From an optimization exercise on the open Yosys and OpenROAD flow, aimed at small area; shortcuts taken in it are not production practice.
The RTL was checked by simulation tests, not by an equivalence proof against the original design.
The clock cells of runs 7 and 8 come from the design's own scripts or RTL, not from TritonCTS.
The clock port is modelled as an ideal driver, which makes a skipped or thinned clock tree look cheaper than it is; a real chip needs a root buffer or a tree.
Power is estimated from default activity; no workload was simulated.

### flow/run.sh
#!/bin/bash
# Own layout flow: the standard flow, with
#  - synthesis mapped by several area-oriented abc scripts (flow/cand*.abc), keeping the
#    smallest mapping, and no adder-cell extraction; registers are mapped exactly as in the
#    standard synthesis, before abc runs,
#  - port buffers made of buf_1 cells,
#  - clock tree synthesis without dummy loads, with clkbuf_4 buffers.
set -euo pipefail
W=$PWD
export ADDER_MAP_FILE=
export OWN_ABC_DIR=$W/flow
export BUFFER_PORTS_ARGS="-buffer_cell sky130_fd_sc_hd__buf_1"
export CTS_ARGS="-sink_clustering_enable -repair_clock_nets -dont_use_dummy_load -buf_list {sky130_fd_sc_hd__clkbuf_2 sky130_fd_sc_hd__clkbuf_4}"
cat flow/abc_override.tcl synth_recipe.tcl > own_synth.tcl
sed "s#SYNTH_SCRIPT=[^ ']*#SYNTH_SCRIPT=$W/own_synth.tcl#" standard.sh > own_standard.sh
grep -q "SYNTH_SCRIPT=$W/own_synth.tcl" own_standard.sh
bash own_standard.sh > own_flow.log 2>&1
### flow/abc_override.tcl
# Map with several area-oriented abc scripts (flow/cand*.abc) in place of ORFS's speed script,
# without a delay target, and keep the mapping with the smallest cell area.
proc abc {args} {
  set i [lsearch -exact $args -D]
  if { $i >= 0 } {
    set args [lreplace $args $i [expr { $i + 1 }]]
  }
  set si [lsearch -exact $args -script]
  set lib [lindex $args [expr { [lsearch -exact $args -liberty] + 1 }]]
  yosys design -save own_pre_abc
  set best ""
  foreach script [lsort [glob $::env(OWN_ABC_DIR)/cand*.abc]] {
    yosys design -load own_pre_abc
    lset args [expr { $si + 1 }] $script
    yosys abc {*}$args
    set out [yosys tee -q -s result.string stat -liberty $lib]
    regexp {Chip area for module[^:]*:\s*([0-9.]+)} $out -> area
    puts "abc candidate $script: area $area"
    if { $best eq "" || $area < $best } {
      set best $area
      yosys design -save own_best_abc
    }
  }
  yosys design -load own_best_abc
  puts "abc best area: $best"
}
### flow/cand09.abc
strash
dch -f
amap
topo
### standard.sh
#!/bin/bash
# synth_recipe.tcl (not shown) runs the flow's synth.tcl, then flattens the netlist and writes it again
# the make line also repeats each setting of config.mk as NAME=value (left out here)
make -C /OpenROAD-flow-scripts/flow DESIGN_CONFIG=/design/flow/config.mk WORK_HOME=/design/flow/orfs CLKGATE_MAP_FILE= SYNTH_SCRIPT=/design/flow/synth_recipe.tcl "${@:-finish}"
### config.mk
export PLATFORM = sky130hd
export DESIGN_NAME = ChipInterface
export DESIGN_NICKNAME = ChipInterface
export VERILOG_FILES = /design/flow/design.v
export SDC_FILE = /design/flow/constraint.sdc
export NUM_CORES = 4
export LEC_CHECK = 0
export CAP_MARGIN = 20
export CORE_MARGIN = 2
export CORE_UTILIZATION = 40
export SLEW_MARGIN = 20
### constraint.sdc
create_clock -name core_clock -period 12.0 [get_ports {CLOCK_50}]
set_input_delay 2.4000 -clock core_clock [delete_from_list [all_inputs] [get_ports {CLOCK_50}]]
set_output_delay 2.4000 -clock core_clock [all_outputs]
set_load 0.01 [all_outputs]
### design.v
`default_nettype none
module ChipInterface
  (output logic [6:0] HEX7, HEX6,
  output logic [7:0] LEDG,
  input logic [17:0] SW,
  input logic [3:0] KEY,
  input logic CLOCK_50);
  logic [1:0] act_a, act_s;
  always_ff @(posedge CLOCK_50) begin
    act_a <= {~(KEY[2] & KEY[1]), (KEY[2] & KEY[1]) ? ~KEY[0] : KEY[2]};
    act_s <= act_a;
  end
  logic force_s, y_s;
  assign force_s = act_s[1];
  assign y_s = act_s[0];
  function automatic logic [2:0] corner_code(input logic [3:0] v);
    corner_code[2] = (v == 4'd2) | (v == 4'd4) | (v == 4'd6) | (v == 4'd8);
    corner_code[1] = v[3] | (v[2] & v[1]);    
    corner_code[0] = v[3] | ~v[2];            
  endfunction
  function automatic logic [2:0] edge_code(input logic [3:0] v);
    edge_code[2] = (v == 4'd1) | (v == 4'd3) | (v == 4'd7) | (v == 4'd9);
    edge_code[1] = v[3] | v[2];               
    edge_code[0] = ~v[1];                     
  endfunction
  logic [2:0] c1, c3, e2, e4, e6;
  logic m5;
  logic [3:0] n7, n8, n9;
  logic [3:0] entry, sel;
  assign entry = SW[3:0];
  assign sel = SW[7:4];
  logic [2:0] entry_c, entry_e;
  assign entry_c = corner_code(entry);
  assign entry_e = edge_code(entry);
  always_ff @(posedge CLOCK_50) begin
    if (force_s) begin
      if (y_s) begin
        c1 <= corner_code(4'd8);
        e2 <= edge_code(4'd1);
        c3 <= corner_code(4'd6);
        e4 <= edge_code(4'd3);
        m5 <= 1'b1;
        e6 <= edge_code(4'd7);
        n7 <= 4'd4;
        n8 <= 4'd9;
        n9 <= 4'd2;
      end
      else begin
        c1 <= {1'b0, corner_code(4'd8) & 2'b11};
        e2 <= {1'b0, edge_code(4'd1) & 2'b11};
        c3 <= {1'b0, corner_code(4'd6) & 2'b11};
        e4 <= {1'b0, edge_code(4'd3) & 2'b11};
        m5 <= 1'b0;
        e6 <= {1'b0, edge_code(4'd7) & 2'b11};
        n7 <= 4'd0;
        n8 <= 4'd0;
        n9 <= 4'd0;
      end
    end
    else if (y_s) begin
      case (sel)
        4'd1: c1 <= entry_c;
        4'd2: e2 <= entry_e;
        4'd3: c3 <= entry_c;
        4'd4: e4 <= entry_e;
        4'd5: m5 <= (entry == 4'd5);
        4'd6: e6 <= entry_e;
        4'd7: n7 <= entry;
        4'd8: n8 <= entry;
        4'd9: n9 <= entry;
        default: ;
      endcase
    end
  end
  function automatic logic [2:0] corner_class(input logic [3:0] v);
    case (v)
      4'd2: corner_class = 3'b101;
      4'd4: corner_class = 3'b100;
      4'd6: corner_class = 3'b110;
      4'd8: corner_class = 3'b111;
      default: corner_class = 3'b000;
    endcase
  endfunction
  function automatic logic [2:0] edge_class(input logic [3:0] v);
    case (v)
      4'd1: edge_class = 3'b101;
      4'd3: edge_class = 3'b100;
      4'd7: edge_class = 3'b110;
      4'd9: edge_class = 3'b111;
      default: edge_class = 3'b000;
    endcase
  endfunction
  logic [2:0] c7, c9, e8;
  assign c7 = corner_class(n7);
  assign c9 = corner_class(n9);
  assign e8 = edge_class(n8);
  logic s1, g1, s3, g3;
  assign {s1, g1} = c1[1:0];
  assign {s3, g3} = c3[1:0];
  logic [1:0] want2, want4;
  assign want2 = {~(g1 ? s1 : s3), ~(s1 ^ s3)};
  assign want4 = {~(g1 ? s1 : ~s3), s1 ^ s3};
  logic it_is_magic;
  assign it_is_magic = m5 & c1[2] & c3[2] & (g1 != g3)
                     & (c9 == {1'b1, ~s1, g1})
                     & (c7 == {1'b1, ~s3, g3})
                     & (e2 == {1'b1, want2})
                     & (e8 == {1'b1, ~want2[1], want2[0]})
                     & (e4 == {1'b1, want4})
                     & (e6 == {1'b1, ~want4[1], want4[0]});
  assign LEDG = {8{it_is_magic}};
  function automatic logic [4:0] bcd_add(input logic [3:0] a, b);
    logic [3:0] t;
    logic c, ge10;
    c = 1'b0;
    for (int i = 0; i < 4; i++) begin
      t[i] = a[i] ^ b[i] ^ c;
      c = (a[i] & b[i]) | (c & (a[i] ^ b[i]));
    end
    ge10 = c | (t[3] & (t[2] | t[1]));
    if (ge10) bcd_add = {1'b1, t[3] ^ (t[2] | t[1]), ~(t[2] ^ t[1]), ~t[1], t[0]};
    else bcd_add = {1'b0, t};
  endfunction
  function automatic logic [6:0] seg7(input logic [3:0] d);
    case (d)
      4'd0: seg7 = 7'b100_0000;
      4'd1: seg7 = 7'b111_1001;
      4'd2: seg7 = 7'b010_0100;
      4'd3: seg7 = 7'b011_0000;
      4'd4: seg7 = 7'b001_1001;
      4'd5: seg7 = 7'b001_0010;
      4'd6: seg7 = 7'b000_0010;
      4'd7: seg7 = 7'b111_1000;
      4'd8: seg7 = 7'b000_0000;
      4'd9: seg7 = 7'b001_1000;
      default: seg7 = 7'b111_1111;
    endcase
  endfunction
  logic [4:0] s98, s987;
  assign s98 = bcd_add(n9, n8);
  assign s987 = bcd_add(s98[3:0], n7);
  assign HEX6 = seg7(s987[3:0]);
  assign HEX7 = seg7({2'b00, s98[4] & s987[4], s98[4] ^ s987[4]});
endmodule
==> flow_metrics.py, run 1 <==
metrics = {
    "global_routing": {
        "grt_max_degree": 13,
        "grt_pass1_wl_um": 6440,
        "grt_pass1_vias": 1443,
        "grtUsageTotal": 0.158,
        "overflow": 0,
        "antenna_found_initial": 0,
    },
    "logic_synthesis": {
        "syn_area_mm2": 0.00190,
        "netlist.area_leader.share": 0.442,
        "synth_cell_types": 33,
        "synth_area_per_cell_um2": 8.61,
        "yosys_warnings": 1,
        "synth_edf_count": 28,
        "synth.most_common_cell": "clkinv_1",
        "yosys.area.top_type": "edfxtp_1",
        "async_flop_share": 0,
        "synthFlopType": "edfxtp_1",
        "netlist_top_cells_area": "edfxtp_1, o21ai_0, clkinv_1, nor2_1, nand2_1",
        "synth_common_cells": "clkinv_1, nor2_1, edfxtp_1",
        "synth_fp_nets": 244,
        "ys_ff_latch": 32,
        "syn_inst": 221,
        "synth-seq-area-share": 0.484,
    },
    "setup_path": {
        "slowest_stage": "edfxtp_1",
        "r2r-start": "act_s[1]",
        "crit_required_ns": 9.60,
        "start_kind": "flop",
        "worstPathArrival_ns": 4.97,
        "end_kind": "output pin",
        "cp_num_buf_inv": 7,
        "cp_top_family": "compound AO/OA/AOI/OAI gates",
        "path_max_fanout": 6,
        "r2r_cells": 4,
        "cpPeakStageDelay_ns": 0.39,
        "critPathKind": "reg -> out",
        "worst-path-stages": 25,
        "crit_path_start": "n8[1]",
    },
    "die": {
        "core_region_area_mm2": 0.00466,
        "dieWidth_um": 73.0,
        "start_util": 0.408,
        "ios": 45,
        "die_area_mm2": 0.00533,
        "rows": 25,
        "die_y_um": 73.0,
    },
    "min_path": {
        "holdCritStartpoint": "act_a[0]",
        "hold_depth": 0,
        "hold_class": "reg -> reg",
    },
    "clock_network": {
        "clk_latency_ns": 0.33,
        "cts_resized": 0,
        "clock_path_buffers": 2,
        "cts_buffers": 5,
        "htreeDepth": 2,
        "holdBufCountCts": 0,
        "cts_tree": "done",
        "path_clk_slew_ns": 0.07,
        "post_cts_buffers": 0,
        "clock-sinks": 32,
        "cts-root-buf": "clkbuf_4",
    },
    "sta": {
        "rsz0062_at_grt": "no",
        "final.min_clock_period_ns": 7.37,
        "relSlewSlack": 0.303,
        "hold_viol_final": 0,
        "setup_viol": 0,
        "fmax_mhz": 136,
        "worst_clock_skew_ns": 0.0168,
        "fin_crit_sh": 0.614,
        "worstMarginPinSlew_ns": 1.03,
        "setup_tns_ns": 0,
        "slew_viol_final": 0,
        "fin_hold_ws_ns": 0.329,
    },
    "final_layout": {
        "layout-drive-gt1-share": 0.0202,
        "antenna_cells": 0,
        "fillCellCount": 464,
        "nNetsFinal": 272,
        "syn2layout_area_growth_pct": 7.49,
    },
    "power_and_ir_drop": {
        "p_leak_uw": 0.000684,
        "ir_drop_v": 0.0000783,
        "p_per_area_mw_per_mm2": 148,
    },
    "job": {
        "cap_violations": 0,
    },
    "drt": {
        "wl_per_cell_um": 12.5,
        "vias_per_cell": 5.40,
        "drc": 0,
        "drt_iter0_drc": 60,
        "drtPass1Iterations": 4,
        "vias": 1625,
        "ant_nets": 0,
        "wirelength_um": 3770,
    },
    "place": {
        "place_hpwl_um": 3060,
        "gp_congestion": 0.861,
        "portBuffers": 32,
    },
    "run_status": {
        "status": "no timing/DRC/antenna violations",
    },
}
[logic make-up after synthesis]
logic type / share of synthesized area
xor+xnor: 0.00460
simple gates: 0.158
buf+inv: 0.108
compound gates: 0.243
flops: 0.484
other cells: 0.00197
[state kept, by name (all words and copies together) (netlist names)]
| signal | count |
|---|---|
| n8 | 4 |
| c3 | 3 |
| e6 | 3 |
| e4 | 3 |
| e2 | 3 |
| act_a | 2 |
| n7 | 4 |
| n9 | 4 |
| act_s | 2 |
| c1 | 3 |
| m5 | 1 |
[power breakdown]
group          switching, uW  internal (uW)  leakage [uW]
logic                   80.2           38.7      0.000330
clock network           30.0           19.5     0.0000230
registers               4.66            129      0.000331
total                    115            187      0.000684
[layout by cell type (no fill, tap or decap), drive strengths merged, types with 2 or more instances in the layout]
master and count:
nand3 3, clkinv 33, or2 2, a22oi 4, o21a 3, buf 32
o221ai 2, o31ai 6, o21ai 27, a21oi 14, a31oi 4, dfxtp 4
o41ai 4, o22ai 6, nor2b 3, nor2 29, nand2 23, clkbuf 5
edfxtp 28
[stage by stage]
stage	utilization	instance area, um2	cells	worst slack (ns)	total power, uW
floorplan	-	1900	221	5.52	225
global placement	0.431	2010	296	5.04	254
detailed placement	0.431	2010	296	4.99	255
CTS	0.439	2050	301	4.63	304
global route	0.439	2050	301	3.78	326
finish	0.439	2050	301	4.63	302
[routing by layer]
metal  routed length, um  share of wire  GRT usage  vias to the layer above
met5                   0              0          0                        -
met4                  71          0.019     0.0576                        0
met2                1820           0.48      0.262                       35
met1                1740           0.46      0.206                      730
met3                 140          0.037     0.0290                        8
li1                    -              -          -                      852
[path summary, 6_finish.rpt]
path                                 end  slack, ns
worst min register to register  act_s[0]       0.33
worst max-delay path             HEX6[3]       4.63
worst min-delay path            act_s[0]       0.33
worst max register to register     e6[2]      10.12
[area by class of cell]
cell class,instances,area [um2],share of cell area
clock buffer,5,37.5,0.0183
timing repair buffer,32,120,0.0587
inverter,33,124,0.0606
multi-input combinational,145,776,0.379
sequential,32,921,0.450
tap,54,67.6,0.0330
==> run 2: changes to the inputs <==
--- a/flow/run.sh
+++ b/flow/run.sh
@@ -11,5 +11,5 @@
 export OWN_ABC_DIR=$W/flow
 export BUFFER_PORTS_ARGS="-buffer_cell sky130_fd_sc_hd__buf_1"
-export CTS_ARGS="-sink_clustering_enable -repair_clock_nets -dont_use_dummy_load -buf_list {sky130_fd_sc_hd__clkbuf_2 sky130_fd_sc_hd__clkbuf_4}"
+export CTS_ARGS="-sink_clustering_enable -repair_clock_nets -dont_use_dummy_load -buf_list sky130_fd_sc_hd__clkbuf_4"
 cat flow/abc_override.tcl synth_recipe.tcl > own_synth.tcl
 sed "s#SYNTH_SCRIPT=[^ ']*#SYNTH_SCRIPT=$W/own_synth.tcl#" standard.sh > own_standard.sh
==> flow_metrics.py, run 2 <==
metrics = {
    "final_layout": {
        "antenna_cells": 0,
        "final_common_cell": "clkinv_1",
        "final_cell_count_no_fill": 301,
        "nNetsFinal": 272,
        "reg_top3": "n7 x4, n8 x4, n9 x4",
        "layout-drive-gt1-share": 0.0202,
        "mostFrequentLayoutCells": "clkinv_1, buf_1, nor2_1",
        "ff_latch_area_um2": 921,
        "fillCellCount": 464,
        "multi_input_comb_area_um2": 776,
        "syn2layout_area_growth_pct": 7.49,
    },
    "setup_path": {
        "end_kind": "output pin",
        "slowest_stage": "edfxtp_1",
        "path_max_fanout": 6,
        "worstPathArrival_ns": 4.97,
        "cpPeakStageDelay_ns": 0.39,
        "start_kind": "flop",
        "r2r_cells": 4,
        "crit_required_ns": 9.60,
        "critPathKind": "reg -> out",
    },
    "global_routing": {
        "grt_pass1_wl_um": 6440,
        "grtUsageTotal": 0.158,
        "overflow": 0,
        "grt_max_degree": 13,
        "antenna_found_initial": 0,
        "grt_pass1_vias": 1443,
    },
    "place": {
        "place_hpwl_um": 3060,
        "gp_congestion": 0.861,
        "dp.cells": 296,
        "portBuffers": 32,
    },
    "logic_synthesis": {
        "netlist.area_leader.share": 0.442,
        "syn_inst": 221,
        "synth_edf_count": 28,
        "synth_common_cells": "clkinv_1, nor2_1, edfxtp_1",
        "ys_ff_latch": 32,
        "syn_area_mm2": 0.00190,
        "yosys.area.top_type": "edfxtp_1",
        "synth_area_per_cell_um2": 8.61,
        "synth_fp_nets": 244,
        "yosys_warnings": 1,
        "netlist_top_cells_area": "edfxtp_1, o21ai_0, clkinv_1, nor2_1, nand2_1",
        "synthFlopType": "edfxtp_1",
        "async_flop_share": 0,
        "synth.most_common_cell": "clkinv_1",
        "synth_cell_types": 33,
        "synth-seq-area-share": 0.484,
    },
    "power_and_ir_drop": {
        "clkPwrFrac": 0.164,
        "ir_drop_v": 0.0000783,
        "p_per_area_mw_per_mm2": 148,
        "p_seq_frac": 0.442,
        "switchingPower_uw": 115,
        "p_leak_uw": 0.000684,
        "swShare": 0.380,
        "pwr-share-comb": 0.394,
        "intPower_uw": 187,
    },
    "job": {
        "cap_violations": 0,
    },
    "clock_network": {
        "htreeDepth": 2,
        "cts_tree": "done",
        "path_clk_slew_ns": 0.07,
        "cts_buffers": 5,
        "clock_path_buffers": 2,
        "post_cts_buffers": 0,
        "cts-root-buf": "clkbuf_4",
        "holdBufCountCts": 0,
        "clock-sinks": 32,
        "clk_latency_ns": 0.33,
        "cts_resized": 0,
    },
    "min_path": {
        "hold_depth": 0,
        "hold_class": "reg -> reg",
    },
    "sta": {
        "slew_viol_final": 0,
        "hold_viol_final": 0,
        "relSlewSlack": 0.303,
        "fin_crit_sh": 0.614,
        "final.min_clock_period_ns": 7.37,
        "rsz0062_at_grt": "no",
        "worstMarginPinSlew_ns": 1.03,
        "setup_viol": 0,
        "setup_tns_ns": 0,
        "fmax_mhz": 136,
        "worst_clock_skew_ns": 0.0168,
    },
    "drt": {
        "drt_iter0_drc": 60,
        "ant_nets": 0,
        "vias_per_cell": 5.40,
        "wl_per_cell_um": 12.5,
        "drc": 0,
        "wirelength_um": 3770,
        "drtPass1Iterations": 4,
        "vias": 1625,
    },
    "run_status": {
        "status": "no timing/DRC/antenna violations",
    },
    "die": {
        "ios": 45,
        "dieWidth_um": 73.0,
        "die_area_mm2": 0.00533,
        "rows": 25,
        "core_region_area_mm2": 0.00466,
        "die_y_um": 73.0,
        "start_util": 0.408,
    },
}
run 2: cell counts in the layout (fill, tap and decap cells not counted):
Identical to the previous run, type by type.
run 2: cell type report:
class | count | share of cell area
clock buffers | 5 | 0.0183
multi-input cells | 145 | 0.379
inverters | 33 | 0.0606
well taps | 54 | 0.0330
flip-flops and latches | 32 | 0.450
repair buffers | 32 | 0.0587
run 2: routing by layer:
| layer | GRT usage | share of wire |
|---|---|---|
| met5 | 0 | 0 |
| met4 | 0.0576 | 0.019 |
| met3 | 0.0290 | 0.037 |
| met2 | 0.262 | 0.48 |
| met1 | 0.206 | 0.46 |
run 2: critical path, delay by kind of cell (launching register included):
kind	cells	cell delay (ns)
compound gates	13	2.70
buf+inv	7	1.02
simple gates	5	0.56
flops	1	0.39
run 2: path summary, 6_finish.rpt:
check / startpoint / end / slack [ns]
worst max-delay path: n8[1] / HEX6[3] / 4.63
worst min-delay path: act_a[0] / act_s[0] / 0.33
worst max register to register: act_s[1] / e6[2] / 10.12
worst min register to register: act_a[0] / act_s[0] / 0.33
run 2: power groups by stage:
stage               Combinational, uW  Sequential (uW)  Clock [uW]
CTS                               119              134        50.7
finish                            119              134        49.5
detailed placement                119              136           0
global route                      137              135        54.2
global placement                  118              136           0
floorplan                        90.3              135           0
run 2: per-stage QoR:
step / total power, uW / cell area [um2] / utilization / setup slack (ns) / hold slack, ns
final: 302 / 2050 / 0.439 / 4.63 / 0.329
after global routing: 326 / 2050 / 0.439 / 3.78 / 0.341
after CTS: 304 / 2050 / 0.439 / 4.63 / 0.330
after detailed placement: 255 / 2010 / 0.431 / 4.99 / 0.312
after global placement: 254 / 2010 / 0.431 / 5.04 / 0.311
after floorplan: 225 / 1900 / - / 5.52 / 0.310
run 2: cells by family (layout without fill, tap and decap cells):
family	after synthesis	in the layout	synth area share
AND/OR/NAND/NOR	68	68	0.158
other	1	1	0.00197
flip-flops	32	32	0.484
XOR/XNOR	1	1	0.00460
AO/OA/AOI/OAI	75	75	0.243
buffers and inverters	44	70	0.108
==> run 3: changes to the inputs <==
--- a/flow/run.sh
+++ b/flow/run.sh
@@ -11,5 +11,5 @@
 export OWN_ABC_DIR=$W/flow
 export BUFFER_PORTS_ARGS="-buffer_cell sky130_fd_sc_hd__buf_1"
-export CTS_ARGS="-sink_clustering_enable -repair_clock_nets -dont_use_dummy_load -buf_list sky130_fd_sc_hd__clkbuf_4"
+export CTS_ARGS="-repair_clock_nets -dont_use_dummy_load -buf_list sky130_fd_sc_hd__clkbuf_8 -distance_between_buffers 1000 -wire_unit 100"
 cat flow/abc_override.tcl synth_recipe.tcl > own_synth.tcl
 sed "s#SYNTH_SCRIPT=[^ ']*#SYNTH_SCRIPT=$W/own_synth.tcl#" standard.sh > own_standard.sh
==> flow_metrics.py, run 3 <==
metrics = {
    "run_status": {
        "status": "no timing/DRC/antenna violations",
    },
    "final_layout": {
        "reg_top3": "n7 x4, n8 x4, n9 x4",
        "antenna_cells": 0,
        "final_cell_count_no_fill": 301,
        "nNetsFinal": 272,
        "layout-drive-gt1-share": 0.0202,
        "mostFrequentLayoutCells": "clkinv_1, buf_1, nor2_1",
        "final_common_cell": "clkinv_1",
        "syn2layout_area_growth_pct": 9.14,
    },
    "logic_synthesis": {
        "netlist_top_cells_area": "edfxtp_1, o21ai_0, clkinv_1, nor2_1, nand2_1",
        "synth.most_common_cell": "clkinv_1",
        "synth_cell_types": 33,
        "synth_edf_count": 28,
        "ys_ff_latch": 32,
        "syn_area_mm2": 0.00190,
        "synthFlopType": "edfxtp_1",
        "synth_common_cells": "clkinv_1, nor2_1, edfxtp_1",
        "syn_inst": 221,
        "synth_area_per_cell_um2": 8.61,
        "synth-seq-area-share": 0.484,
        "yosys_warnings": 1,
        "netlist.area_leader.share": 0.442,
        "synth_fp_nets": 244,
        "yosys.area.top_type": "edfxtp_1",
        "async_flop_share": 0,
    },
    "power_and_ir_drop": {
        "p_total_uw": 322,
        "p_per_area_mw_per_mm2": 155,
        "ir_drop_v": 0.000103,
        "p_leak_uw": 0.000696,
    },
    "place": {
        "place_hpwl_um": 3060,
        "portBuffers": 32,
        "dp_slack_ns": 4.99,
        "dp.cells": 296,
        "gp_congestion": 0.861,
    },
    "clock_network": {
        "cts-root-buf": "clkbuf_8",
        "clk_latency_ns": 0.28,
        "clock_path_buffers": 2,
        "cts_tree": "done",
        "post_cts_buffers": 0,
        "clock-sinks": 32,
        "cts_buffers": 5,
        "path_clk_slew_ns": 0.05,
        "cts_resized": 0,
        "htreeDepth": 2,
        "holdBufCountCts": 0,
    },
    "sta": {
        "worst_clock_skew_ns": 0.00926,
        "slew_viol_final": 0,
        "hold_viol_final": 0,
        "fin_crit_sh": 0.611,
        "final.min_clock_period_ns": 7.33,
        "relSlewSlack": 0.314,
        "rsz0062_at_grt": "no",
        "setup_viol": 0,
        "setup_tns_ns": 0,
        "worstMarginPinSlew_ns": 1.02,
        "fmax_mhz": 136,
        "fin_ws_ns": 4.67,
    },
    "global_routing": {
        "overflow": 0,
        "grtUsageTotal": 0.159,
        "grt_pass1_vias": 1457,
        "antenna_found_initial": 0,
        "grt_max_degree": 13,
        "grt_pass1_wl_um": 6470,
    },
    "die": {
        "ios": 45,
        "die_area_mm2": 0.00533,
        "die_y_um": 73.0,
        "rows": 25,
        "start_util": 0.408,
        "dieWidth_um": 73.0,
        "core_region_area_mm2": 0.00466,
    },
    "setup_path": {
        "crit_top_cell": "o21ai_0",
        "r2r_cells": 4,
        "end_kind": "output pin",
        "crit_chain": "clkinv_1 > o22ai_1 > o22ai_1 > o21ai_0 > clkinv_1 > o21ai_0 > nand2_1 > clkinv_1 > o22ai_1 > o21ai_0 > o21ai_0 > nand2_1 > nand2_1 > o21ai_0 > o221ai_1 > clkinv_1 > nor2_1 > a21oi_1 > clkinv_1 > o21ai_0 > o21ai_0 > clkinv_1 > o211ai_1 > buf_1",
        "cp_num_buf_inv": 7,
        "crit_required_ns": 9.60,
        "cpPeakStageDelay_ns": 0.42,
        "cp_top_family": "compound AO/OA/AOI/OAI gates",
        "slowest_stage": "o21ai_0",
        "r2r_end": "e6[2]",
        "r2r-start": "act_s[1]",
        "worstPathArrival_ns": 4.93,
        "start_kind": "flop",
        "r2r_slack_ns": 10.12,
        "path_max_fanout": 6,
        "critPathKind": "reg -> out",
    },
    "min_path": {
        "holdCritStartpoint": "act_a[0]",
        "hold_depth": 0,
        "whs_endpoint": "act_s[0]",
        "hold_class": "reg -> reg",
    },
    "drt": {
        "wl_per_cell_um": 12.7,
        "vias_per_cell": 5.36,
        "drtPass1Iterations": 4,
        "drt_iter0_drc": 69,
        "vias": 1612,
        "drc": 0,
        "wirelength_um": 3810,
        "ant_nets": 0,
    },
    "job": {
        "cap_violations": 0,
    },
}
[run 3: layer usage]
| layer | up-vias | track usage | part of all wire |
|---|---|---|---|
| met5 | - | 0 | 0 |
| met4 | 0 | 0.0576 | 0.013 |
| met3 | 6 | 0.0290 | 0.031 |
| met2 | 36 | 0.263 | 0.49 |
| met1 | 721 | 0.208 | 0.47 |
| li1 | 849 | - | - |
[run 3: report_power, final]
part,switching [uW],internal (uW)
registers,4.68,129
clock network,31.4,37.1
logic,80.5,38.7
total,117,205
[run 3: metrics by stage]
step                      hold WS, ns  area, um2   util
after floorplan                 0.310       1900      -
after global placement          0.311       2010  0.431
after detailed placement        0.312       2010  0.431
after CTS                       0.324       2080  0.446
after global routing            0.334       2080  0.446
final                           0.323       2080  0.446
[run 3: cells by family after synthesis]
group | after synthesis | synth area share
AOI/OAI and AO/OA | 75 | 0.243
and+or+nand+nor | 68 | 0.158
buffers and inverters | 44 | 0.108
DFF | 32 | 0.484
xor gates and xnor gates | 1 | 0.00460
other | 1 | 0.00197
[run 3: cell type report]
| cell class | instances | area (um2) |
|---|---|---|
| multi-input cells | 145 | 776 |
| flip-flops and latches | 32 | 921 |
| clock buffers | 5 | 68.8 |
| fillers | 467 | 2580 |
| inverters | 33 | 124 |
| well taps | 54 | 67.6 |
| repair buffers | 32 | 120 |
[run 3: how the worst max path moves through the flow]
stage / startpoint / endpoint / slack, ns / cells past startpoint
after floorplan: n8[1] / HEX6[3] / 5.52 / 24
after global routing: n8[1] / HEX6[3] / 3.83 / 24
after global placement: n8[1] / HEX6[3] / 5.04 / 24
after CTS: n8[1] / HEX6[3] / 4.68 / 24
after detailed placement: n8[1] / HEX6[3] / 4.99 / 24
final: n8[1] / HEX6[3] / 4.67 / 24
[run 3: worst register-to-register path: cells and delay by family, from the launching register on]
family,cells,cell delay [ns]
simple gates,1,0.23
compound gates,1,0.32
buf+inv,2,0.58
flops,1,0.54
==> run 4: changes to the inputs <==
--- a/flow/run.sh
+++ b/flow/run.sh
@@ -11,5 +11,5 @@
 export OWN_ABC_DIR=$W/flow
 export BUFFER_PORTS_ARGS="-buffer_cell sky130_fd_sc_hd__buf_1"
-export CTS_ARGS="-repair_clock_nets -dont_use_dummy_load -buf_list sky130_fd_sc_hd__clkbuf_8 -distance_between_buffers 1000 -wire_unit 100"
+export CTS_ARGS="-sink_clustering_enable -repair_clock_nets -dont_use_dummy_load -buf_list sky130_fd_sc_hd__clkbuf_4 -sink_buffer_max_cap_derate 1.0"
 cat flow/abc_override.tcl synth_recipe.tcl > own_synth.tcl
 sed "s#SYNTH_SCRIPT=[^ ']*#SYNTH_SCRIPT=$W/own_synth.tcl#" standard.sh > own_standard.sh
==> flow_metrics.py, run 4 <==
metrics = {
    "run_status": {
        "status": "no timing/DRC/antenna violations",
    },
    "final_layout": {
        "antenna_cells": 0,
        "syn2layout_area_growth_pct": 7.49,
        "reg_top3": "n7 x4, n8 x4, n9 x4",
        "final_cell_count_no_fill": 301,
        "nNetsFinal": 272,
        "layout-drive-gt1-share": 0.0202,
        "mostFrequentLayoutCells": "clkinv_1, buf_1, nor2_1",
        "final_common_cell": "clkinv_1",
    },
    "clock_network": {
        "cts-root-buf": "clkbuf_4",
        "path_clk_slew_ns": 0.07,
        "clock_path_buffers": 2,
        "post_cts_buffers": 0,
        "holdBufCountCts": 0,
        "clk_latency_ns": 0.33,
        "cts_buffers": 5,
        "cts_tree": "done",
        "htreeDepth": 2,
        "clock-sinks": 32,
        "cts_resized": 0,
    },
    "place": {
        "dp.cells": 296,
        "gp_congestion": 0.861,
        "dp_slack_ns": 4.99,
        "place_hpwl_um": 3060,
        "portBuffers": 32,
    },
    "setup_path": {
        "r2r_cells": 4,
        "worstPathArrival_ns": 4.97,
        "path_max_fanout": 6,
        "end_kind": "output pin",
        "critPathKind": "reg -> out",
        "r2r_slack_ns": 10.12,
        "r2r-start": "act_s[1]",
        "r2r_end": "e6[2]",
        "start_kind": "flop",
        "crit_required_ns": 9.60,
    },
    "sta": {
        "fin_hold_ws_ns": 0.329,
        "fin_crit_sh": 0.614,
        "worst_clock_skew_ns": 0.0168,
        "fin_ws_ns": 4.63,
        "worstMarginPinSlew_ns": 1.03,
        "rsz0062_at_grt": "no",
        "fmax_mhz": 136,
        "final.min_clock_period_ns": 7.37,
        "hold_viol_final": 0,
        "setup_tns_ns": 0,
        "slew_viol_final": 0,
        "relSlewSlack": 0.303,
        "setup_viol": 0,
    },
    "power_and_ir_drop": {
        "clkPwrFrac": 0.164,
        "intPower_uw": 187,
        "switchingPower_uw": 115,
        "p_seq_frac": 0.442,
        "swShare": 0.380,
        "p_leak_uw": 0.000684,
        "p_total_uw": 302,
        "ir_drop_v": 0.0000783,
        "pwr-share-comb": 0.394,
        "p_per_area_mw_per_mm2": 148,
    },
    "logic_synthesis": {
        "synthFlopType": "edfxtp_1",
        "synth_common_cells": "clkinv_1, nor2_1, edfxtp_1",
        "async_flop_share": 0,
        "syn_inst": 221,
        "synth_fp_nets": 244,
        "netlist.area_leader.share": 0.442,
        "yosys.area.top_type": "edfxtp_1",
        "synth_cell_types": 33,
        "synth.most_common_cell": "clkinv_1",
        "yosys_warnings": 1,
        "ys_ff_latch": 32,
        "synth_edf_count": 28,
        "syn_area_mm2": 0.00190,
        "netlist_top_cells_area": "edfxtp_1, o21ai_0, clkinv_1, nor2_1, nand2_1",
        "synth-seq-area-share": 0.484,
        "synth_area_per_cell_um2": 8.61,
    },
    "drt": {
        "ant_nets": 0,
        "drt_iter0_drc": 60,
        "wirelength_um": 3770,
        "vias_per_cell": 5.40,
        "drtPass1Iterations": 4,
        "vias": 1625,
        "drc": 0,
        "wl_per_cell_um": 12.5,
    },
    "die": {
        "die_area_mm2": 0.00533,
        "ios": 45,
        "die_y_um": 73.0,
        "start_util": 0.408,
        "rows": 25,
        "dieWidth_um": 73.0,
        "core_region_area_mm2": 0.00466,
    },
    "min_path": {
        "holdCritStartpoint": "act_a[0]",
        "hold_class": "reg -> reg",
        "hold_depth": 0,
        "whs_endpoint": "act_s[0]",
    },
    "global_routing": {
        "grt_pass1_vias": 1443,
        "grtUsageTotal": 0.158,
        "grt_pass1_wl_um": 6440,
        "overflow": 0,
        "grt_max_degree": 13,
        "antenna_found_initial": 0,
    },
    "job": {
        "cap_violations": 0,
    },
}
run 4: cell counts after synthesis:
No cell type changed its count.
run 4: layout make-up:
class | instances | area, um2
Clock buffer | 5 | 37.5
Fill cell | 464 | 2620
Inverter | 33 | 124
Multi-Input combinational cell | 145 | 776
Sequential cell | 32 | 921
Tap cell | 54 | 67.6
Timing Repair Buffer | 32 | 120
run 4: per-layer routing:
metal | global-route usage | routed length (um)
met1 | 0.206 | 1740
met3 | 0.0290 | 140
met5 | 0 | 0
met4 | 0.0576 | 71
met2 | 0.262 | 1820
run 4: logic make-up after synthesis:
group                     synth area share
and+or+nand+nor                      0.158
other                              0.00197
AOI/OAI and AO/OA                    0.243
DFF                                  0.484
xor gates and xnor gates           0.00460
buffers and inverters                0.108
run 4: through the flow:
| step | util | cell area (um2) |
|---|---|---|
| floorplan | - | 1900 |
| global placement | 0.431 | 2010 |
| CTS | 0.439 | 2050 |
| detailed placement | 0.431 | 2010 |
| finish | 0.439 | 2050 |
| global route | 0.439 | 2050 |
run 4: worst max-delay path by stage:
stage / from / endpoint / cells after the start
2_1_floorplan: n8[1] / HEX6[3] / 24
3_3_place_gp: n8[1] / HEX6[3] / 24
3_5_place_dp: n8[1] / HEX6[3] / 24
4_1_cts: n8[1] / HEX6[3] / 24
5_1_grt: n8[1] / HEX6[3] / 24
6_report: n8[1] / HEX6[3] / 25
run 4: power groups by stage:
stage	Clock (uW)	Combinational (uW)	Sequential, uW
floorplan	0	90.3	135
global placement	0	118	136
detailed placement	0	119	136
CTS	50.7	119	134
global route	54.2	137	135
finish	49.5	119	134
run 4: worst max-delay path, cell delays in order, from the launching register on:
cell	delay, ns
edfxtp_1	0.39
clkinv_1	0.16
o22ai_1	0.26
o22ai_1	0.12
o21ai_0	0.32
clkinv_1	0.14
o21ai_0	0.22
nand2_1	0.12
clkinv_1	0.11
o22ai_1	0.10
o21ai_0	0.28
o21ai_0	0.15
nand2_1	0.09
nand2_1	0.06
o21ai_0	0.34
o221ai_1	0.20
clkinv_1	0.14
nor2_1	0.08
a21oi_1	0.27
clkinv_1	0.20
nor2_1	0.21
a22oi_1	0.11
o21ai_0	0.25
clkinv_1	0.10
o211ai_1	0.08
buf_1	0.17
==> run 5: changes to the inputs <==
--- a/flow/run.sh
+++ b/flow/run.sh
@@ -11,5 +11,5 @@
 export OWN_ABC_DIR=$W/flow
 export BUFFER_PORTS_ARGS="-buffer_cell sky130_fd_sc_hd__buf_1"
-export CTS_ARGS="-sink_clustering_enable -repair_clock_nets -dont_use_dummy_load -buf_list sky130_fd_sc_hd__clkbuf_4 -sink_buffer_max_cap_derate 1.0"
+export CTS_ARGS="-repair_clock_nets -dont_use_dummy_load -buf_list sky130_fd_sc_hd__clkbuf_16 -root_buf sky130_fd_sc_hd__clkbuf_16 -sink_clustering_enable -sink_clustering_size 40 -sink_clustering_max_diameter 2000 -sink_clustering_levels 1"
 cat flow/abc_override.tcl synth_recipe.tcl > own_synth.tcl
 sed "s#SYNTH_SCRIPT=[^ ']*#SYNTH_SCRIPT=$W/own_synth.tcl#" standard.sh > own_standard.sh
==> flow_metrics.py, run 5 <==
metrics = {
    "power_and_ir_drop": {
        "intPower_uw": 241,
        "p_seq_frac": 0.370,
        "ir_drop_v": 0.0000989,
        "p_leak_uw": 0.000722,
        "clkPwrFrac": 0.302,
        "swShare": 0.337,
        "p_total_uw": 363,
        "pwr-share-comb": 0.328,
        "switchingPower_uw": 122,
        "p_per_area_mw_per_mm2": 170,
    },
    "global_routing": {
        "grt_pass1_vias": 1450,
        "antenna_found_initial": 0,
        "grt_pass1_wl_um": 6470,
        "overflow": 0,
        "grtUsageTotal": 0.160,
        "grt_max_degree": 13,
    },
    "sta": {
        "rsz0062_at_grt": "no",
        "worstMarginPinSlew_ns": 1.01,
        "worst_clock_skew_ns": 0.00701,
        "slew_viol_final": 0,
        "final.min_clock_period_ns": 7.33,
        "setup_viol": 0,
        "fmax_mhz": 137,
        "relSlewSlack": 0.320,
        "hold_viol_final": 0,
        "fin_crit_sh": 0.610,
        "setup_tns_ns": 0,
    },
    "clock_network": {
        "clock-sinks": 32,
        "clock_path_buffers": 2,
        "cts-root-buf": "clkbuf_16",
        "htreeDepth": 2,
        "holdBufCountCts": 0,
        "cts_buffers": 5,
        "path_clk_slew_ns": 0.04,
        "post_cts_buffers": 0,
        "clk_latency_ns": 0.27,
        "cts_resized": 0,
        "cts_tree": "done",
    },
    "final_layout": {
        "nNetsFinal": 272,
        "fillCellCount": 453,
        "final_common_cell": "clkinv_1",
        "syn2layout_area_growth_pct": 12.1,
        "layout-drive-gt1-share": 0.0202,
        "mostFrequentLayoutCells": "clkinv_1, buf_1, nor2_1",
        "antenna_cells": 0,
        "reg_top3": "n7 x4, n8 x4, n9 x4",
    },
    "place": {
        "place_hpwl_um": 3060,
        "gp_congestion": 0.861,
        "portBuffers": 32,
    },
    "logic_synthesis": {
        "synth_edf_count": 28,
        "synth-seq-area-share": 0.484,
        "synth_cell_types": 33,
        "synth_fp_nets": 244,
        "netlist_top_cells_area": "edfxtp_1, o21ai_0, clkinv_1, nor2_1, nand2_1",
        "syn_area_mm2": 0.00190,
        "yosys.area.top_type": "edfxtp_1",
        "async_flop_share": 0,
        "ys_ff_latch": 32,
        "synth_area_per_cell_um2": 8.61,
        "syn_inst": 221,
        "synth_common_cells": "clkinv_1, nor2_1, edfxtp_1",
        "synthFlopType": "edfxtp_1",
        "synth.most_common_cell": "clkinv_1",
        "netlist.area_leader.share": 0.442,
        "yosys_warnings": 1,
    },
    "min_path": {
        "hold_class": "reg -> reg",
    },
    "die": {
        "core_region_area_mm2": 0.00466,
        "ios": 45,
        "rows": 25,
        "start_util": 0.408,
        "dieWidth_um": 73.0,
        "die_area_mm2": 0.00533,
        "die_y_um": 73.0,
    },
    "setup_path": {
        "start_kind": "flop",
        "end_kind": "output pin",
        "worstPathArrival_ns": 4.93,
        "path_max_fanout": 6,
        "crit_required_ns": 9.60,
        "critPathKind": "reg -> out",
    },
    "drt": {
        "vias_per_cell": 5.41,
        "vias": 1627,
        "drtPass1Iterations": 5,
        "drt_iter0_drc": 79,
        "wirelength_um": 3810,
        "wl_per_cell_um": 12.7,
        "ant_nets": 0,
        "drc": 0,
    },
    "job": {
        "cap_violations": 0,
    },
    "run_status": {
        "status": "no timing/DRC/antenna violations",
    },
}
-- run 5: cell types whose count changed in the layout (fill, tap and decap cells not counted) --
cell	before	now
clkbuf_16	0	5
clkbuf_4	5	0
-- run 5: logic make-up after synthesis --
logic type	after synthesis	synth area share
buffers and inverters	44	0.108
and+or+nand+nor	68	0.158
AOI/OAI and AO/OA	75	0.243
other	1	0.00197
xor gates and xnor gates	1	0.00460
DFF	32	0.484
-- run 5: stage by stage --
step / utilization / hold slack (ns) / worst slack, ns / area [um2] / instances
after floorplan: - / 0.310 / 5.52 / 1900 / 221
after global placement: 0.431 / 0.311 / 5.04 / 2010 / 296
after detailed placement: 0.431 / 0.312 / 4.99 / 2010 / 296
after CTS: 0.458 / 0.322 / 4.69 / 2130 / 301
after global routing: 0.458 / 0.331 / 3.84 / 2130 / 301
final: 0.458 / 0.322 / 4.67 / 2130 / 301
-- run 5: power groups by stage --
stage,clock network [uW],registers [uW],logic [uW]
floorplan,0,135,90.3
global placement,0,136,118
detailed placement,0,136,119
CTS,111,134,119
global route,115,135,137
finish,110,134,119
-- run 5: critical path: stages (launching register included) --
cell,delay (ns)
edfxtp_1,0.38
clkinv_1,0.16
o22ai_1,0.26
o22ai_1,0.12
o21ai_0,0.32
clkinv_1,0.14
o21ai_0,0.22
nand2_1,0.12
clkinv_1,0.11
o22ai_1,0.10
o21ai_0,0.28
o21ai_0,0.15
nand2_1,0.09
nand2_1,0.06
o21ai_0,0.34
o221ai_1,0.20
clkinv_1,0.14
nor2_1,0.08
a21oi_1,0.27
clkinv_1,0.21
o21ai_0,0.42
o21ai_0,0.20
clkinv_1,0.08
o211ai_1,0.07
buf_1,0.15
-- run 5: layer usage --
metal / global-route usage / part of all wire / up-vias
li1: - / - / 850
met1: 0.208 / 0.47 / 726
met2: 0.262 / 0.47 / 42
met3: 0.0331 / 0.038 / 9
met4: 0.0638 / 0.022 / 0
met5: 0 / 0 / -
-- run 5: layout make-up --
cell class | instances | area, um2 | share of cell area
repair buffers | 32 | 120 | 0.0563
multi-input cells | 145 | 776 | 0.364
well taps | 54 | 67.6 | 0.0317
clock buffers | 5 | 125 | 0.0587
flip-flops and latches | 32 | 921 | 0.432
inverters | 33 | 124 | 0.0581
-- run 5: worst paths after layout --
kind	from	end	slack, ns	cells past startpoint
worst max-delay path	n8[1]	HEX6[3]	4.67	24
worst max register to register	act_s[1]	e6[2]	10.11	4
worst min register to register	act_a[0]	act_s[0]	0.32	0
worst min-delay path	act_a[0]	act_s[0]	0.32	0
==> run 6: changes to the inputs <==
--- a/flow/run.sh
+++ b/flow/run.sh
@@ -11,5 +11,5 @@
 export OWN_ABC_DIR=$W/flow
 export BUFFER_PORTS_ARGS="-buffer_cell sky130_fd_sc_hd__buf_1"
-export CTS_ARGS="-repair_clock_nets -dont_use_dummy_load -buf_list sky130_fd_sc_hd__clkbuf_16 -root_buf sky130_fd_sc_hd__clkbuf_16 -sink_clustering_enable -sink_clustering_size 40 -sink_clustering_max_diameter 2000 -sink_clustering_levels 1"
+export CTS_ARGS="-sink_clustering_enable -repair_clock_nets -dont_use_dummy_load -buf_list sky130_fd_sc_hd__clkbuf_4"
 cat flow/abc_override.tcl synth_recipe.tcl > own_synth.tcl
 sed "s#SYNTH_SCRIPT=[^ ']*#SYNTH_SCRIPT=$W/own_synth.tcl#" standard.sh > own_standard.sh
==> flow/cand00.abc (new file) <==
strash
&get -n
&st
&deepsyn -T 60 -S 0
&put
dch -f
amap
topo
==> flow/cand01.abc (new file) <==
strash
&get -n
&st
&deepsyn -T 60 -S 1
&put
dch -f
amap
topo
==> flow/cand02.abc (new file) <==
strash
&get -n
&st
&deepsyn -T 60 -S 2
&put
dch -f
amap
topo
==> flow/cand03.abc (new file) <==
strash
&get -n
&st
&deepsyn -T 60 -S 3
&put
dch -f
amap
topo
==> flow/cand04.abc (new file) <==
strash
&get -n
&st
&deepsyn -T 60 -S 4
&put
dch -f
amap
topo
==> flow/cand05.abc (new file) <==
strash
&get -n
&st
&deepsyn -T 60 -S 5
&put
dch -f
amap
topo
==> flow/cand06.abc (new file) <==
strash
&get -n
&st
&deepsyn -T 60 -S 6
&put
dch -f
amap
topo
==> flow/cand07.abc (new file) <==
strash
&get -n
&st
&deepsyn -T 60 -S 7
&put
dch -f
amap
topo
==> flow/cand08.abc (new file) <==
strash
&get -n
&st
&deepsyn -T 60 -S 11
&dch -f
&nf -R 1000
&put
topo
==> flow_metrics.py, run 6 <==
metrics = {
    "clock_network": {
        "cts_tree": "done",
        "cts_buffers": 5,
        "post_cts_buffers": 0,
        "htreeDepth": 2,
        "cts-root-buf": "clkbuf_4",
        "cts_resized": 0,
        "clk_latency_ns": 0.31,
        "clock-sinks": 32,
        "clock_path_buffers": 2,
        "holdBufCountCts": 0,
        "path_clk_slew_ns": 0.08,
    },
    "place": {
        "place_hpwl_um": 2770,
        "gp_congestion": 0.788,
        "portBuffers": 32,
        "dp_slack_ns": 3.98,
    },
    "final_layout": {
        "antenna_cells": 0,
        "fillCellCount": 443,
        "mostFrequentLayoutCells": "buf_1, edfxtp_1, nor2_1, o21ai_0, clkinv_1",
        "syn2layout_area_growth_pct": 8.25,
        "nNetsFinal": 250,
        "layout-drive-gt1-share": 0.0267,
        "final_common_cell": "buf_1",
        "reg_top3": "n7 x4, n8 x4, n9 x4",
    },
    "power_and_ir_drop": {
        "intPower_uw": 186,
        "p_per_area_mw_per_mm2": 155,
        "pwr-share-comb": 0.382,
        "p_seq_frac": 0.454,
        "switchingPower_uw": 112,
        "p_leak_uw": 0.000643,
        "ir_drop_v": 0.0000795,
        "swShare": 0.375,
        "clkPwrFrac": 0.164,
    },
    "logic_synthesis": {
        "synth_fp_nets": 222,
        "yosys.area.top_type": "edfxtp_1",
        "netlist_top_cells_area": "edfxtp_1, o21ai_0, nor2_1, clkinv_1, buf_4",
        "synth_cell_types": 32,
        "synthFlopType": "edfxtp_1",
        "synth_edf_count": 28,
        "yosys_warnings": 1,
        "synth_common_cells": "edfxtp_1, nor2_1, o21ai_0",
        "async_flop_share": 0,
        "ys_ff_latch": 32,
        "synth_area_per_cell_um2": 8.92,
        "synth-seq-area-share": 0.519,
        "synth.most_common_cell": "edfxtp_1",
        "netlist.area_leader.share": 0.474,
        "syn_inst": 199,
        "syn_area_mm2": 0.00178,
    },
    "setup_path": {
        "r2r_cells": 3,
        "critPathKind": "reg -> out",
        "path_max_fanout": 8,
        "crit_required_ns": 9.60,
        "r2r_slack_ns": 9.96,
        "cpPeakStageDelay_ns": 0.53,
        "crit_top_cell": "o21ai_0",
        "cp_top_family": "compound AO/OA/AOI/OAI gates",
        "start_kind": "flop",
        "slowest_stage": "a2111oi_2",
        "end_kind": "output pin",
        "worst-path-stages": 27,
        "cp_num_buf_inv": 3,
        "worstPathArrival_ns": 5.64,
    },
    "die": {
        "core_region_area_mm2": 0.00432,
        "rows": 24,
        "die_area_mm2": 0.00499,
        "start_util": 0.411,
        "ios": 45,
        "dieWidth_um": 70.6,
        "die_y_um": 70.6,
    },
    "drt": {
        "wirelength_um": 3430,
        "ant_nets": 0,
        "drc": 0,
        "wl_per_cell_um": 12.4,
        "vias_per_cell": 5.21,
        "drt_iter0_drc": 85,
        "vias": 1442,
        "drtPass1Iterations": 5,
    },
    "sta": {
        "fmax_mhz": 124,
        "relSlewSlack": 0.470,
        "setup_tns_ns": 0,
        "fin_ws_ns": 3.96,
        "rsz0062_at_grt": "no",
        "fin_crit_sh": 0.670,
        "slew_viol_final": 0,
        "worst_clock_skew_ns": 0.00971,
        "fin_hold_ws_ns": 0.331,
        "setup_viol": 0,
        "worstMarginPinSlew_ns": 0.788,
        "hold_viol_final": 0,
        "final.min_clock_period_ns": 8.04,
    },
    "job": {
        "cap_violations": 0,
    },
    "global_routing": {
        "grtUsageTotal": 0.151,
        "antenna_found_initial": 0,
        "overflow": 0,
        "grt_pass1_wl_um": 5870,
        "grt_pass1_vias": 1298,
        "grt_max_degree": 18,
    },
    "min_path": {
        "hold_class": "reg -> reg",
        "hold_depth": 0,
    },
    "run_status": {
        "status": "no timing/DRC/antenna violations",
    },
}
-- run 6: worst paths after layout --
path	start	endpoint
min	act_a[0]	act_s[0]
max reg2reg	act_s[0]	n7[2]
min reg2reg	act_a[0]	act_s[0]
max	n9[1]	LEDG[6]
-- run 6: through the flow --
step	instance area, um2	total power (uW)	util	cells
after floorplan	1780	222	-	199
after global placement	1880	251	0.435	272
after detailed placement	1880	252	0.435	272
after CTS	1920	300	0.443	277
after global routing	1920	324	0.444	277
final	1920	298	0.444	277
-- run 6: logic make-up (layout without fill, tap and decap cells) --
family | count (synthesis) | count (layout) | share of synthesized area
and+or+nand+nor | 68 | 68 | 0.173
buffers and inverters | 35 | 61 | 0.0973
other | 1 | 1 | 0.00211
AOI/OAI and AO/OA | 63 | 63 | 0.209
DFF | 32 | 32 | 0.519
-- run 6: power groups by stage --
stage / Sequential, uW / Clock, uW / Combinational, uW
floorplan: 136 / 0 / 86.0
global route: 137 / 54.5 / 132
detailed placement: 138 / 0 / 114
CTS: 136 / 50.8 / 114
finish: 136 / 48.8 / 114
global placement: 138 / 0 / 113
-- run 6: area by class of cell --
class                      instances  area, um2  area share
tap                               52       65.1      0.0339
multi-input combinational        132        688       0.358
inverter                          24       90.1      0.0469
timing repair buffer              32        120      0.0625
sequential                        32        921       0.479
clock buffer                       5       37.5      0.0195
-- run 6: metal layers --
metal | track usage | routed length [um]
met1 | 0.195 | 1620
met3 | 0.0342 | 185
met2 | 0.255 | 1580
met5 | 0 | 0
met4 | 0.0440 | 44
==> run 7: changes to the inputs <==
--- a/flow/run.sh
+++ b/flow/run.sh
@@ -12,4 +12,8 @@
 export BUFFER_PORTS_ARGS="-buffer_cell sky130_fd_sc_hd__buf_1"
 export CTS_ARGS="-sink_clustering_enable -repair_clock_nets -dont_use_dummy_load -buf_list sky130_fd_sc_hd__clkbuf_4"
+export POST_CTS_TCL=$W/flow/post_cts.tcl
+export OWN_CLOCK_PORT=CLOCK_50
+export OWN_CLOCK_BUFS=2
+export OWN_CLOCK_BUF=sky130_fd_sc_hd__clkbuf_8
 cat flow/abc_override.tcl synth_recipe.tcl > own_synth.tcl
 sed "s#SYNTH_SCRIPT=[^ ']*#SYNTH_SCRIPT=$W/own_synth.tcl#" standard.sh > own_standard.sh
==> flow/post_cts.tcl (new file) <==
# Rebuild the clock tree that CTS made as one level: the clock port drives a few clkbuf_8
# buffers directly, and each buffer drives a share of the registers.
set block [ord::get_db_block]
set db [ord::get_db]
set port_net [$block findNet $::env(OWN_CLOCK_PORT)]
set bufs {}
set sinks {}
set todo [list $port_net]
while { [llength $todo] > 0 } {
  set net [lindex $todo 0]
  set todo [lrange $todo 1 end]
  foreach it [$net getITerms] {
    if { ![$it isInputSignal] } { continue }
    set inst [$it getInst]
    set mname [[$inst getMaster] getName]
    if { [string match "sky130_fd_sc_hd__clkbuf_*" $mname] } {
      lappend bufs $inst
      lappend todo [[$inst findITerm X] getNet]
    } else {
      lappend sinks $it
    }
  }
}
puts "own clock tree: [llength $bufs] CTS buffers, [llength $sinks] sinks"
set old_nets {}
foreach b $bufs {
  set n [[$b findITerm X] getNet]
  lappend old_nets $n
  foreach it [$b getITerms] { if { [$it getNet] ne "NULL" } { $it disconnect } }
  odb::dbInst_destroy $b
}
foreach it $sinks { $it disconnect }
foreach n $old_nets { odb::dbNet_destroy $n }
# split the sinks into groups by x position
set nbuf $::env(OWN_CLOCK_BUFS)
set master [$db findMaster $::env(OWN_CLOCK_BUF)]
set sorted [lsort -command { apply {{a b} {
  expr { [lindex [[$a getInst] getLocation] 0] - [lindex [[$b getInst] getLocation] 0] } } } } $sinks]
set per [expr { int(ceil([llength $sorted] / double($nbuf))) }]
for { set g 0 } { $g < $nbuf } { incr g } {
  set group [lrange $sorted [expr { $g * $per }] [expr { ($g + 1) * $per - 1 }]]
  if { [llength $group] == 0 } { continue }
  set net [odb::dbNet_create $block "clknet_own_$g"]
  $net setSigType CLOCK
  set inst [odb::dbInst_create $block $master "clkbuf_own_$g"]
  [$inst findITerm A] connect $port_net
  [$inst findITerm X] connect $net
  set sx 0
  set sy 0
  foreach it $group {
    $it connect $net
    lassign [[$it getInst] getLocation] x y
    set sx [expr { $sx + $x }]
    set sy [expr { $sy + $y }]
  }
  $inst setLocation [expr { int($sx / [llength $group]) }] [expr { int($sy / [llength $group]) }]
  $inst setPlacementStatus PLACED
  puts "own clock buffer $g: [llength $group] sinks"
}
detailed_placement
check_placement -verbose
estimate_parasitics -placement
removed: flow/cand00.abc
removed: flow/cand01.abc
removed: flow/cand02.abc
removed: flow/cand03.abc
removed: flow/cand04.abc
removed: flow/cand05.abc
removed: flow/cand06.abc
removed: flow/cand07.abc
removed: flow/cand08.abc
==> flow_metrics.py, run 7 <==
metrics = {
    "logic_synthesis": {
        "ys_ff_latch": 32,
        "async_flop_share": 0,
        "synth_fp_nets": 244,
        "synth_common_cells": "clkinv_1, nor2_1, edfxtp_1",
        "yosys.area.top_type": "edfxtp_1",
        "synth.most_common_cell": "clkinv_1",
        "netlist_top_cells_area": "edfxtp_1, o21ai_0, clkinv_1, nor2_1, nand2_1",
        "synth-seq-area-share": 0.484,
        "syn_inst": 221,
        "synth_edf_count": 28,
        "synth_area_per_cell_um2": 8.61,
        "syn_area_mm2": 0.00190,
        "netlist.area_leader.share": 0.442,
        "synth_cell_types": 33,
        "yosys_warnings": 1,
        "synthFlopType": "edfxtp_1",
    },
    "global_routing": {
        "grt_pass1_vias": 1405,
        "overflow": 0,
        "grt_pass1_wl_um": 6320,
        "grt_max_degree": 17,
        "antenna_found_initial": 0,
        "grtUsageTotal": 0.150,
    },
    "power_and_ir_drop": {
        "pwr-share-comb": 0.408,
        "intPower_uw": 183,
        "swShare": 0.374,
        "clkPwrFrac": 0.135,
        "p_total_uw": 292,
        "p_per_area_mw_per_mm2": 144,
        "switchingPower_uw": 109,
        "p_seq_frac": 0.457,
        "p_leak_uw": 0.000675,
        "ir_drop_v": 0.0000848,
    },
    "setup_path": {
        "worstPathArrival_ns": 4.82,
        "crit_required_ns": 9.60,
        "start_kind": "flop",
        "crit_path_start": "n8[1]",
        "path_max_fanout": 6,
        "cp-endpoint": "HEX6[3]",
        "end_kind": "output pin",
        "r2r_end": "e4[2]",
        "r2r-start": "act_s[1]",
        "r2r_slack_ns": 10.09,
        "critPathKind": "reg -> out",
        "r2r_cells": 4,
    },
    "clock_network": {
        "path_clk_slew_ns": 0.09,
        "clk_latency_ns": 0.15,
        "clock-sinks": 32,
    },
    "sta": {
        "rsz0062_at_grt": "no",
        "fmax_mhz": 138,
        "slew_viol_final": 0,
        "worstMarginPinSlew_ns": 1.05,
        "setup_tns_ns": 0,
        "setup_viol": 0,
        "relSlewSlack": 0.293,
        "final.min_clock_period_ns": 7.22,
        "worst_clock_skew_ns": 0.00216,
        "fin_crit_sh": 0.602,
        "hold_viol_final": 0,
    },
    "final_layout": {
        "nNetsFinal": 269,
        "final_common_cell": "clkinv_1",
        "reg_top3": "n7 x4, n8 x4, n9 x4",
        "syn2layout_area_growth_pct": 6.97,
        "antenna_cells": 0,
        "mostFrequentLayoutCells": "clkinv_1, buf_1, nor2_1",
        "layout-drive-gt1-share": 0.00820,
    },
    "job": {
        "cap_violations": 0,
    },
    "drt": {
        "drtPass1Iterations": 4,
        "wirelength_um": 3750,
        "drt_iter0_drc": 78,
        "ant_nets": 0,
        "wl_per_cell_um": 12.6,
        "vias_per_cell": 5.38,
        "vias": 1603,
        "drc": 0,
    },
    "place": {
        "gp_congestion": 0.861,
        "portBuffers": 32,
        "place_hpwl_um": 3060,
    },
    "die": {
        "die_y_um": 73.0,
        "dieWidth_um": 73.0,
        "core_region_area_mm2": 0.00466,
        "rows": 25,
        "ios": 45,
        "die_area_mm2": 0.00533,
        "start_util": 0.408,
    },
    "min_path": {
        "hold_class": "reg -> reg",
    },
    "run_status": {
        "status": "no timing/DRC/antenna violations",
    },
}
==> run 7: changes by cell type in the layout (fill, tap and decap cells not counted), sizes merged, moves of 3 or more <==
| cell | previous run | this run |
|---|---|---|
| o41ai | 0 | 4 |
| a31oi | 1 | 4 |
| a22oi | 1 | 4 |
| clkbuf | 5 | 2 |
| nor2 | 26 | 29 |
| clkinv | 24 | 33 |
| o21a | 0 | 3 |
==> run 7: stage by stage <==
step / cells / util / hold slack [ns] / setup slack [ns] / cell area, um2
after floorplan: 221 / - / 0.310 / 5.52 / 1900
after global placement: 296 / 0.431 / 0.311 / 5.04 / 2010
after detailed placement: 296 / 0.431 / 0.312 / 4.99 / 2010
after global routing: 298 / 0.437 / 0.345 / 3.95 / 2040
final: 298 / 0.437 / 0.333 / 4.78 / 2040
==> run 7: worst min path at each step <==
stage / from / endpoint / slack [ns] / depth (start not counted)
final: act_a[0] / act_s[0] / 0.33 / 0
after floorplan: act_a[0] / act_s[0] / 0.31 / 0
after detailed placement: act_a[1] / act_s[1] / 0.31 / 0
after global routing: act_a[0] / act_s[0] / 0.34 / 0
after global placement: act_a[0] / act_s[0] / 0.31 / 0
==> run 7: logic make-up after synthesis <==
kind of cell           Yosys count  share of synthesized area
AND/OR/NAND/NOR                 68                      0.158
XOR/XNOR                         1                    0.00460
buffers and inverters           44                      0.108
AO/OA/AOI/OAI                   75                      0.243
other                            1                    0.00197
flip-flops                      32                      0.484
==> run 7: cell type report <==
class	instances	area, um2
repair buffers	32	120
flip-flops and latches	32	921
well taps	54	67.6
plain buffers	2	27.5
multi-input cells	145	776
fillers	466	2630
inverters	33	124
==> run 7: worst max-delay path: stages, from the launching register on <==
cell and delay, ns:
edfxtp_1 0.40, clkinv_1 0.16, o22ai_1 0.26, o22ai_1 0.12
o21ai_0 0.32, clkinv_1 0.14, o21ai_0 0.22, nand2_1 0.12
clkinv_1 0.11, o22ai_1 0.10, o21ai_0 0.28, o21ai_0 0.15
nand2_1 0.09, nand2_1 0.06, o21ai_0 0.34, o221ai_1 0.20
clkinv_1 0.14, nor2_1 0.08, a21oi_1 0.27, clkinv_1 0.21
o21ai_0 0.42, o21ai_0 0.20, clkinv_1 0.08, o211ai_1 0.07
buf_1 0.14
==> run 7: power groups by stage <==
stage          combinational (uW)  sequential [uW]  clock, uW
2_1_floorplan                90.3              135          0
3_3_place_gp                  118              136          0
3_5_place_dp                  119              136          0
5_1_grt                       137              135       42.7
6_report                      119              134       39.6
==> run 7: routing by layer <==
layer / vias up / routed length [um] / track usage
li1: 841 / - / -
met1: 717 / 1760 / 0.205
met2: 41 / 1810 / 0.262
met3: 4 / 133 / 0.0166
met4: 0 / 41 / 0.0267
met5: - / 0 / 0
==> run 8: changes to the inputs <==
--- a/flow/run.sh
+++ b/flow/run.sh
@@ -14,6 +14,6 @@
 export POST_CTS_TCL=$W/flow/post_cts.tcl
 export OWN_CLOCK_PORT=CLOCK_50
-export OWN_CLOCK_BUFS=2
-export OWN_CLOCK_BUF=sky130_fd_sc_hd__clkbuf_8
+export OWN_CLOCK_BUFS=3
+export OWN_CLOCK_BUF=sky130_fd_sc_hd__clkbuf_4
 cat flow/abc_override.tcl synth_recipe.tcl > own_synth.tcl
 sed "s#SYNTH_SCRIPT=[^ ']*#SYNTH_SCRIPT=$W/own_synth.tcl#" standard.sh > own_standard.sh
==> flow_metrics.py, run 8 <==
metrics = {
    "run_status": {
        "status": "no timing/DRC/antenna violations",
    },
    "final_layout": {
        "syn2layout_area_growth_pct": 6.71,
        "reg_top3": "n7 x4, n8 x4, n9 x4",
        "layout-drive-gt1-share": 0.0122,
        "nNetsFinal": 270,
        "mostFrequentLayoutCells": "clkinv_1, buf_1, nor2_1",
        "antenna_cells": 0,
        "final_common_cell": "clkinv_1",
        "final_cell_count_no_fill": 299,
        "final_core_util": 0.436,
    },
    "sta": {
        "worst_clock_skew_ns": 0.0121,
        "fin_crit_sh": 0.602,
        "relSlewSlack": 0.290,
        "final.min_clock_period_ns": 7.23,
        "rsz0062_at_grt": "no",
        "slew_viol_final": 0,
        "setup_tns_ns": 0,
        "fin_hold_ws_ns": 0.338,
        "hold_viol_final": 0,
        "fmax_mhz": 138,
        "setup_viol": 0,
        "worstMarginPinSlew_ns": 1.05,
    },
    "power_and_ir_drop": {
        "p_per_area_mw_per_mm2": 143,
        "intPower_uw": 180,
        "pwr-share-comb": 0.410,
        "clkPwrFrac": 0.130,
        "p_leak_uw": 0.000674,
        "ir_drop_v": 0.0000749,
        "switchingPower_uw": 111,
        "p_seq_frac": 0.460,
        "swShare": 0.382,
    },
    "logic_synthesis": {
        "synth_edf_count": 28,
        "synth_fp_nets": 244,
        "syn_inst": 221,
        "yosys.area.top_type": "edfxtp_1",
        "ys_ff_latch": 32,
        "synth_compound_area_frac": 0.243,
        "syn_area_mm2": 0.00190,
        "synth_top_family_by_area": "compound AO/OA/AOI/OAI gates",
        "yosys_warnings": 1,
        "synth.most_common_cell": "clkinv_1",
        "synth-seq-area-share": 0.484,
        "synth_area_per_cell_um2": 8.61,
        "netlist_top_cells_area": "edfxtp_1, o21ai_0, clkinv_1, nor2_1, nand2_1",
        "synthFlopType": "edfxtp_1",
        "netlist.area_leader.share": 0.442,
        "synth_common_cells": "clkinv_1, nor2_1, edfxtp_1",
        "async_flop_share": 0,
        "synth_xor_area_frac": 0.00460,
        "synthAdderAreaFrac": 0,
        "synthMuxAreaShare": 0,
        "synth_simple_gate_area_frac": 0.158,
        "synth_cell_types": 33,
    },
    "setup_path": {
        "cpPeakStageDelay_ns": 0.42,
        "end_kind": "output pin",
        "crit_required_ns": 9.60,
        "path_max_fanout": 6,
        "start_kind": "flop",
        "slowest_stage": "o21ai_0",
        "worstPathArrival_ns": 4.83,
        "cp_num_buf_inv": 7,
        "critPathKind": "reg -> out",
        "cp_top_family": "compound AO/OA/AOI/OAI gates",
        "crit_chain": "clkinv_1 > o22ai_1 > o22ai_1 > o21ai_0 > clkinv_1 > o21ai_0 > nand2_1 > clkinv_1 > o22ai_1 > o21ai_0 > o21ai_0 > nand2_1 > nand2_1 > o21ai_0 > o221ai_1 > clkinv_1 > nor2_1 > a21oi_1 > clkinv_1 > o21ai_0 > o21ai_0 > clkinv_1 > o211ai_1 > buf_1",
        "crit_top_cell": "o21ai_0",
    },
    "die": {
        "die_area_mm2": 0.00533,
        "core_region_area_mm2": 0.00466,
        "start_util": 0.408,
        "die_y_um": 73.0,
        "dieWidth_um": 73.0,
        "rows": 25,
        "ios": 45,
    },
    "clock_network": {
        "clk_latency_ns": 0.17,
        "path_clk_slew_ns": 0.11,
        "clock-sinks": 32,
    },
    "global_routing": {
        "grtUsageTotal": 0.153,
        "overflow": 0,
        "antenna_found_initial": 0,
        "grt_pass1_vias": 1426,
        "grt_pass1_wl_um": 6460,
        "grt_max_degree": 13,
    },
    "job": {
        "cap_violations": 0,
    },
    "drt": {
        "wirelength_um": 3800,
        "vias_per_cell": 5.40,
        "drtPass1Iterations": 4,
        "ant_nets": 0,
        "vias": 1615,
        "drt_iter0_drc": 77,
        "drc": 0,
        "wl_per_cell_um": 12.7,
    },
    "place": {
        "portBuffers": 32,
        "gp_congestion": 0.861,
        "place_hpwl_um": 3060,
        "dp.cells": 296,
    },
    "min_path": {
        "hold_class": "reg -> reg",
    },
}
==> run 8: cell counts after synthesis <==
Identical to the previous run, type by type.
==> run 8: metrics by stage <==
stage | area (um2) | power [uW] | worst slack (ns)
3_5_place_dp | 2010 | 255 | 4.99
6_report | 2030 | 291 | 4.77
3_3_place_gp | 2010 | 254 | 5.04
5_1_grt | 2030 | 314 | 3.94
2_1_floorplan | 1900 | 225 | 5.52
==> run 8: area by class of cell <==
cell class,instances,area (um2)
Timing Repair Buffer,32,120
Buffer,3,22.5
Inverter,33,124
Sequential cell,32,921
Tap cell,54,67.6
Multi-Input combinational cell,145,776
Fill cell,468,2630
==> run 8: cell families after synthesis <==
group                     Yosys count
AOI/OAI and AO/OA                  75
xor gates and xnor gates            1
buffers and inverters              44
DFF                                32
other                               1
and+or+nand+nor                    68
==> run 8: worst reg2reg max path, cell delays in order, from the launching register on <==
cell	delay, ns
dfxtp_1	0.56
clkinv_1	0.38
nor2_1	0.23
clkinv_1	0.20
a31oi_1	0.31
==> run 8: per-layer routing <==
metal / track usage / vias to the layer above / wire length, um
li1: - / 840 / -
met1: 0.208 / 731 / 1790
met2: 0.270 / 41 / 1860
met3: 0.0166 / 3 / 134
met4: 0.0226 / 0 / 21
met5: 0 / - / 0
==> run 8: power groups by stage <==
stage               Combinational, uW  Sequential [uW]  Clock (uW)
finish                            119              134        37.9
global route                      137              135        41.7
detailed placement                119              136           0
global placement                  118              136           0
floorplan                        90.3              135           0
==> run 8: path summary, 6_finish.rpt <==
kind | slack (ns) | from | cells after the start | to
worst max register to register | 10.10 | act_s[1] | 4 | e2[2]
worst max-delay path | 4.77 | n8[1] | 24 | HEX6[3]
worst min-delay path | 0.34 | act_a[0] | 0 | act_s[0]
worst min register to register | 0.34 | act_a[0] | 0 | act_s[0]

==> static timing again, ports no longer ideal <==
Ports are ideal in the flow. The routed layouts listed here were re-timed in OpenROAD.
Step 1, drivers: a clkbuf_16 drives CLOCK_50 and a buf_2 each remaining input, both assumed.
Step 2 moves the port delays by t, midway between the first and last clock arrival at a register: inputs arrive t later, outputs are due t later. That takes back most of the time a late clock gives input paths.
Three values: ideal, step 1, step 2; two values: the first two.
| run | t (ns) | slack for setup (ns) | worst data-port slew with drivers (ns) |
|---|---|---|---|
| run 1 | 0.339 | 4.629 / 4.609 / 4.947 | 0.03 |
| run 2 | 0.339 | 4.629 / 4.609 / 4.947 | 0.03 |
| run 3 | 0.293 | 4.665 / 4.643 / 4.936 | 0.03 |
| run 4 | 0.339 | 4.629 / 4.609 / 4.947 | 0.03 |
| run 5 | 0.297 | 4.675 / 4.647 / 4.944 | 0.03 |
| run 6 | 0.332 | 3.958 / 3.939 / 4.270 | 0.03 |
| run 7 | 0.180 | 4.776 / 4.743 / 4.924 | 0.03 |
| run 8 | 0.194 | 4.770 / 4.739 / 4.933 | 0.03 |
After both steps setup and hold are still met in every run listed.
